From an optimization exercise on the open Yosys and OpenROAD flow, aimed at small area; shortcuts taken in it are not production practice. Only simulation tests tie the RTL to the original design; equivalence was not proved.

==> inputs of run a <==
==> flow/design.v <==
module sync_fifo 
    #(
        parameter FIFO_WIDTH       = 10'd32,
        parameter FIFO_WIDTH_BIT   = 10'd5,
        parameter FIFO_DEPTH       = 10'd64,
        parameter FIFO_DEPTH_BIT   = 10'd6
    )
    (
        input                           clk,
        input                           rst,
        input                           w_en,
        input                           r_en,
        input [FIFO_WIDTH-1:0]          data_write,
        output                          flag_full,
        output                          flag_empty,
        output reg [FIFO_WIDTH-1:0]     data_read
    );
    reg [9:0]                   count;  
    reg [FIFO_DEPTH_BIT:0]      index;
    reg [FIFO_DEPTH_BIT-1:0]    write_addr;  
    reg [FIFO_DEPTH_BIT-1:0]    read_addr;  
    reg [FIFO_WIDTH-1:0]        memory [FIFO_DEPTH-1:0];  
    always @(posedge clk or posedge rst) begin  
        if (rst) begin
            write_addr <= 0;
            for(index=0; index<=FIFO_DEPTH-1; index=index+1'b1)
                memory[index] = 0;  
        end
        else if (w_en && (!flag_full)) begin
            memory[write_addr] <= data_write;
            write_addr         <= write_addr + 1'b1;
        end
        else ;
    end
    always @(posedge clk or posedge rst) begin  
        if (rst) begin
            read_addr  <= 0;
        end
        else if (r_en && (!flag_empty)) begin
            data_read  <= memory[read_addr];
            read_addr <= read_addr + 1'b1;
        end
        else ;
    end
    always @(posedge clk or posedge rst) begin 
        if(rst) 
            count <= 0;
        else if( (w_en && (!flag_full)) &&  !(r_en && (!flag_empty)) )
            count <= count + 1'b1;
        else if( (r_en && (!flag_empty)) &&  !(w_en && (!flag_full)) ) 
            count <= count - 1'b1;
        else
            count <= count;
    end
    assign flag_empty = (count==0);
    assign flag_full  = (count==(FIFO_DEPTH));
endmodule
==> flow/run.sh <==
#!/bin/bash
# synth_recipe.tcl (not shown) runs the flow's synth.tcl, then flattens the netlist and writes it again
# the make line also repeats each setting of config.mk as NAME=value (left out here)
make -C /OpenROAD-flow-scripts/flow DESIGN_CONFIG=/design/flow/config.mk WORK_HOME=/design/flow/orfs CLKGATE_MAP_FILE= SYNTH_SCRIPT=/design/flow/synth_recipe.tcl finish
==> flow/config.mk <==
export PLATFORM = sky130hd
export DESIGN_NAME = sync_fifo
export DESIGN_NICKNAME = sync_fifo
export VERILOG_FILES = /design/flow/design.v
export SDC_FILE = /design/flow/constraint.sdc
export NUM_CORES = 4
export LEC_CHECK = 0
export CAP_MARGIN = 20
export CORE_MARGIN = 2
export CORE_UTILIZATION = 40
export SLEW_MARGIN = 20
==> flow/constraint.sdc <==
create_clock -name core_clock -period 5.0 [get_ports {clk}]
set_input_delay 1.0000 -clock core_clock [delete_from_list [all_inputs] [get_ports {clk}]]
set_output_delay 1.0000 -clock core_clock [all_outputs]
set_load 0.01 [all_outputs]
==> inputs of run b, as changes to run a <==
==> flow/design.v, changed modules only <==
module sync_fifo
    #(
        parameter FIFO_WIDTH       = 10'd32,
        parameter FIFO_WIDTH_BIT   = 10'd5,
        parameter FIFO_DEPTH       = 10'd64,
        parameter FIFO_DEPTH_BIT   = 10'd6
    )
    (
        input                           clk,
        input                           rst,
        input                           w_en,
        input                           r_en,
        input [FIFO_WIDTH-1:0]          data_write,
        output                          flag_full,
        output                          flag_empty,
        output     [FIFO_WIDTH-1:0]     data_read
    );
    reg [FIFO_DEPTH_BIT:0]      count;   
    reg                         phase;   
    reg [FIFO_WIDTH-1:0]        memory [FIFO_DEPTH:0];
    assign flag_empty = (count == 0);
    assign flag_full  = count[FIFO_DEPTH_BIT];
    wire push = w_en & ~flag_full;
    wire pop  = r_en & ~flag_empty;
    wire [FIFO_DEPTH+1:1] valid;
    genvar g, b;
    generate
        for (g = 1; g <= FIFO_DEPTH + 1; g = g + 1) begin : g_valid
            assign valid[g] = (count >= g);
        end
    endgenerate
    wire [FIFO_WIDTH-1:0] data_in = data_write ^ {FIFO_WIDTH{phase}};
    generate
        for (g = 1; g < FIFO_DEPTH; g = g + 1) begin : g_mem
            wire sel_shift = pop & valid[g+1];
            wire sel_hold  = ~pop & valid[g];
            wire sel_in    = ~(sel_shift | sel_hold);
            wire [FIFO_WIDTH-1:0] next;
            for (b = 0; b < FIFO_WIDTH; b = b + 1) begin : g_bit
                sync_fifo_aoi222 u_sel (
                    .a1(sel_in),    .a2(data_in[b]),
                    .b1(sel_shift), .b2(memory[g+1][b]),
                    .c1(sel_hold),  .c2(memory[g][b]),
                    .y(next[b])
                );
            end
            always @(posedge clk)
                memory[g] <= next;
        end
    endgenerate
    wire top_hold = ~pop & valid[FIFO_DEPTH];
    wire [FIFO_WIDTH-1:0] top_next;
    wire [FIFO_WIDTH-1:0] out_next;
    generate
        for (b = 0; b < FIFO_WIDTH; b = b + 1) begin : g_edge
            sync_fifo_oai22 u_top (
                .a1(memory[FIFO_DEPTH][b]), .a2(~top_hold),
                .b1(data_in[b]),            .b2(top_hold),
                .y(top_next[b])
            );
            sync_fifo_oai22 u_out (
                .a1(memory[1][b]), .a2(~pop),
                .b1(memory[0][b]), .b2(pop),
                .y(out_next[b])
            );
        end
    endgenerate
    always @(posedge clk) begin
        memory[FIFO_DEPTH] <= top_next;
        memory[0]          <= out_next;
    end
    assign data_read = memory[0] ^ {FIFO_WIDTH{phase}};
    always @(posedge clk or posedge rst) begin
        if (rst) begin
            count <= 0;
            phase <= 1'b0;
        end else begin
            phase <= ~phase;
            if (push && !pop)
                count <= count + 1'b1;
            else if (pop && !push)
                count <= count - 1'b1;
        end
    end
endmodule
module sync_fifo_aoi222 (
    input  a1, a2, b1, b2, c1, c2,
    output y
);
    assign y = ~((a1 & a2) | (b1 & b2) | (c1 & c2));
endmodule
module sync_fifo_oai22 (
    input  a1, a2, b1, b2,
    output y
);
    assign y = ~((a1 | a2) & (b1 | b2));
endmodule
CTS_CLUSTER_DIAMETER = 60   (was default)
CTS_CLUSTER_SIZE = 30   (was default)
PLACE_DENSITY = 0.55   (was default)
SYNTH_HIERARCHICAL = 1   (was default)
SYNTH_MINIMUM_KEEP_SIZE = 0   (was default)
==> inputs of run c, as changes to run a <==
==> flow/design.v, changed modules only <==
module sync_fifo
    #(
        parameter FIFO_WIDTH       = 10'd32,
        parameter FIFO_WIDTH_BIT   = 10'd5,
        parameter FIFO_DEPTH       = 10'd64,
        parameter FIFO_DEPTH_BIT   = 10'd6
    )
    (
        input                           clk,
        input                           rst,
        input                           w_en,
        input                           r_en,
        input [FIFO_WIDTH-1:0]          data_write,
        output                          flag_full,
        output                          flag_empty,
        output     [FIFO_WIDTH-1:0]     data_read
    );
    reg [FIFO_DEPTH_BIT:0]      count;   
    reg                         phase;   
    reg [FIFO_WIDTH-1:0]        memory [FIFO_DEPTH:0];
    assign flag_empty = (count == 0);
    assign flag_full  = count[FIFO_DEPTH_BIT];
    wire push = w_en & ~flag_full;
    wire pop  = r_en & ~flag_empty;
    wire [FIFO_DEPTH+1:1] valid;
    genvar g, b;
    generate
        for (g = 1; g <= FIFO_DEPTH + 1; g = g + 1) begin : g_valid
            assign valid[g] = (count >= g);
        end
    endgenerate
    wire [FIFO_WIDTH-1:0] data_in = data_write ^ {FIFO_WIDTH{phase}};
    generate
        for (g = 1; g < FIFO_DEPTH; g = g + 1) begin : g_mem
            wire sel_shift = pop & valid[g+1];
            wire sel_hold  = ~pop & valid[g];
            wire sel_in    = ~(sel_shift | sel_hold);
            wire [FIFO_WIDTH-1:0] next;
            for (b = 0; b < FIFO_WIDTH; b = b + 1) begin : g_bit
                sync_fifo_aoi222 u_sel (
                    .a1(sel_in),    .a2(data_in[b]),
                    .b1(sel_shift), .b2(memory[g+1][b]),
                    .c1(sel_hold),  .c2(memory[g][b]),
                    .y(next[b])
                );
            end
            always @(posedge clk)
                memory[g] <= next;
        end
    endgenerate
    wire top_hold = ~pop & valid[FIFO_DEPTH];
    wire [FIFO_WIDTH-1:0] top_next;
    wire [FIFO_WIDTH-1:0] out_next;
    generate
        for (b = 0; b < FIFO_WIDTH; b = b + 1) begin : g_edge
            sync_fifo_oai22 u_top (
                .a1(memory[FIFO_DEPTH][b]), .a2(~top_hold),
                .b1(data_in[b]),            .b2(top_hold),
                .y(top_next[b])
            );
            sync_fifo_oai22 u_out (
                .a1(memory[1][b]), .a2(~pop),
                .b1(memory[0][b]), .b2(pop),
                .y(out_next[b])
            );
        end
    endgenerate
    always @(posedge clk) begin
        memory[FIFO_DEPTH] <= top_next;
        memory[0]          <= out_next;
    end
    assign data_read = memory[0] ^ {FIFO_WIDTH{phase}};
    always @(posedge clk or posedge rst) begin
        if (rst) begin
            count <= 0;
            phase <= 1'b0;
        end else begin
            phase <= ~phase;
            if (push && !pop)
                count <= count + 1'b1;
            else if (pop && !push)
                count <= count - 1'b1;
        end
    end
endmodule
module sync_fifo_aoi222 (
    input  a1, a2, b1, b2, c1, c2,
    output y
);
    assign y = ~((a1 & a2) | (b1 & b2) | (c1 & c2));
endmodule
module sync_fifo_oai22 (
    input  a1, a2, b1, b2,
    output y
);
    assign y = ~((a1 | a2) & (b1 | b2));
endmodule
==> flow/flow/run.sh (new file) <==
#!/bin/bash
# The standard layout (standard.sh, which runs the standard synthesis and
# ORFS to finish), with two changes passed to ORFS through its own variables:
#  - port buffers are sky130_fd_sc_hd__buf_1 instead of ORFS's default pick;
#  - clock tree synthesis inserts no dummy loads.
# The full make output goes to flow.log in this folder.
set -euo pipefail
export BUFFER_PORTS_ARGS="-buffer_cell sky130_fd_sc_hd__buf_1"
export CTS_ARGS="-sink_clustering_enable -repair_clock_nets -sink_clustering_size 25 -sink_clustering_max_diameter 120 -dont_use_dummy_load"
bash standard.sh > flow.log 2>&1
==> flow/standard.sh (new file) <==
#!/bin/bash
# synth_recipe.tcl (not shown) runs the flow's synth.tcl, then flattens the netlist and writes it again
# the make line also repeats each setting of config.mk as NAME=value (left out here)
make -C /OpenROAD-flow-scripts/flow DESIGN_CONFIG=/design/flow/config.mk WORK_HOME=/design/flow/orfs CLKGATE_MAP_FILE= SYNTH_SCRIPT=/design/flow/synth_recipe.tcl "${@:-finish}"
CAP_MARGIN = 0   (was 20)
CELL_PAD_IN_SITES_DETAIL_PLACEMENT = 1   (was default)
CELL_PAD_IN_SITES_GLOBAL_PLACEMENT = 1   (was default)
CTS_CLUSTER_DIAMETER = 120   (was default)
CTS_CLUSTER_SIZE = 25   (was default)
PLACE_DENSITY = 0.62   (was default)
SLEW_MARGIN = 0   (was 20)
SYNTH_HIERARCHICAL = 1   (was default)
SYNTH_MINIMUM_KEEP_SIZE = 0   (was default)
removed: flow/run.sh
==> notes <==
Count of clock-buffer cells in the layout: run c is lower than run a (238).
Utilization: run c is lower than run b (1.7 points).
Fmax, lowest first: run a, run b, run c.
The lowest register-to-register slack belongs to run a, the highest to run b.

==> afterwards: timing with drivers on the ports <==
In the flow no input, the clock included, has a driving cell. The finished layouts below were timed again as built, in two steps.
Step 1, drivers: a clkbuf_16 drives clk and a buf_2 each remaining input, both assumed.
Step 2 moves the port delays by t, midway between the first and last clock arrival at a register: inputs arrive t later, outputs are due t later. That takes back most of the time a late clock gives input paths.
Three values: no drivers, after step 1, after step 2; two values: the first two.
run	shift t [ns]	setup WS [ns]	worst setup path after step 2
run a	0.957	0.724 / 0.724 / 0.575	input to register
run b	0.861	0.735 / 0.655 / 1.160	input to register
run c	0.810	1.209 / 1.125 / 0.996	input to register
After both steps setup and hold are still met in every run listed. The setup slack of run c, which loses most, moves by -0.084 ns with the drivers and by -0.213 ns with both steps.
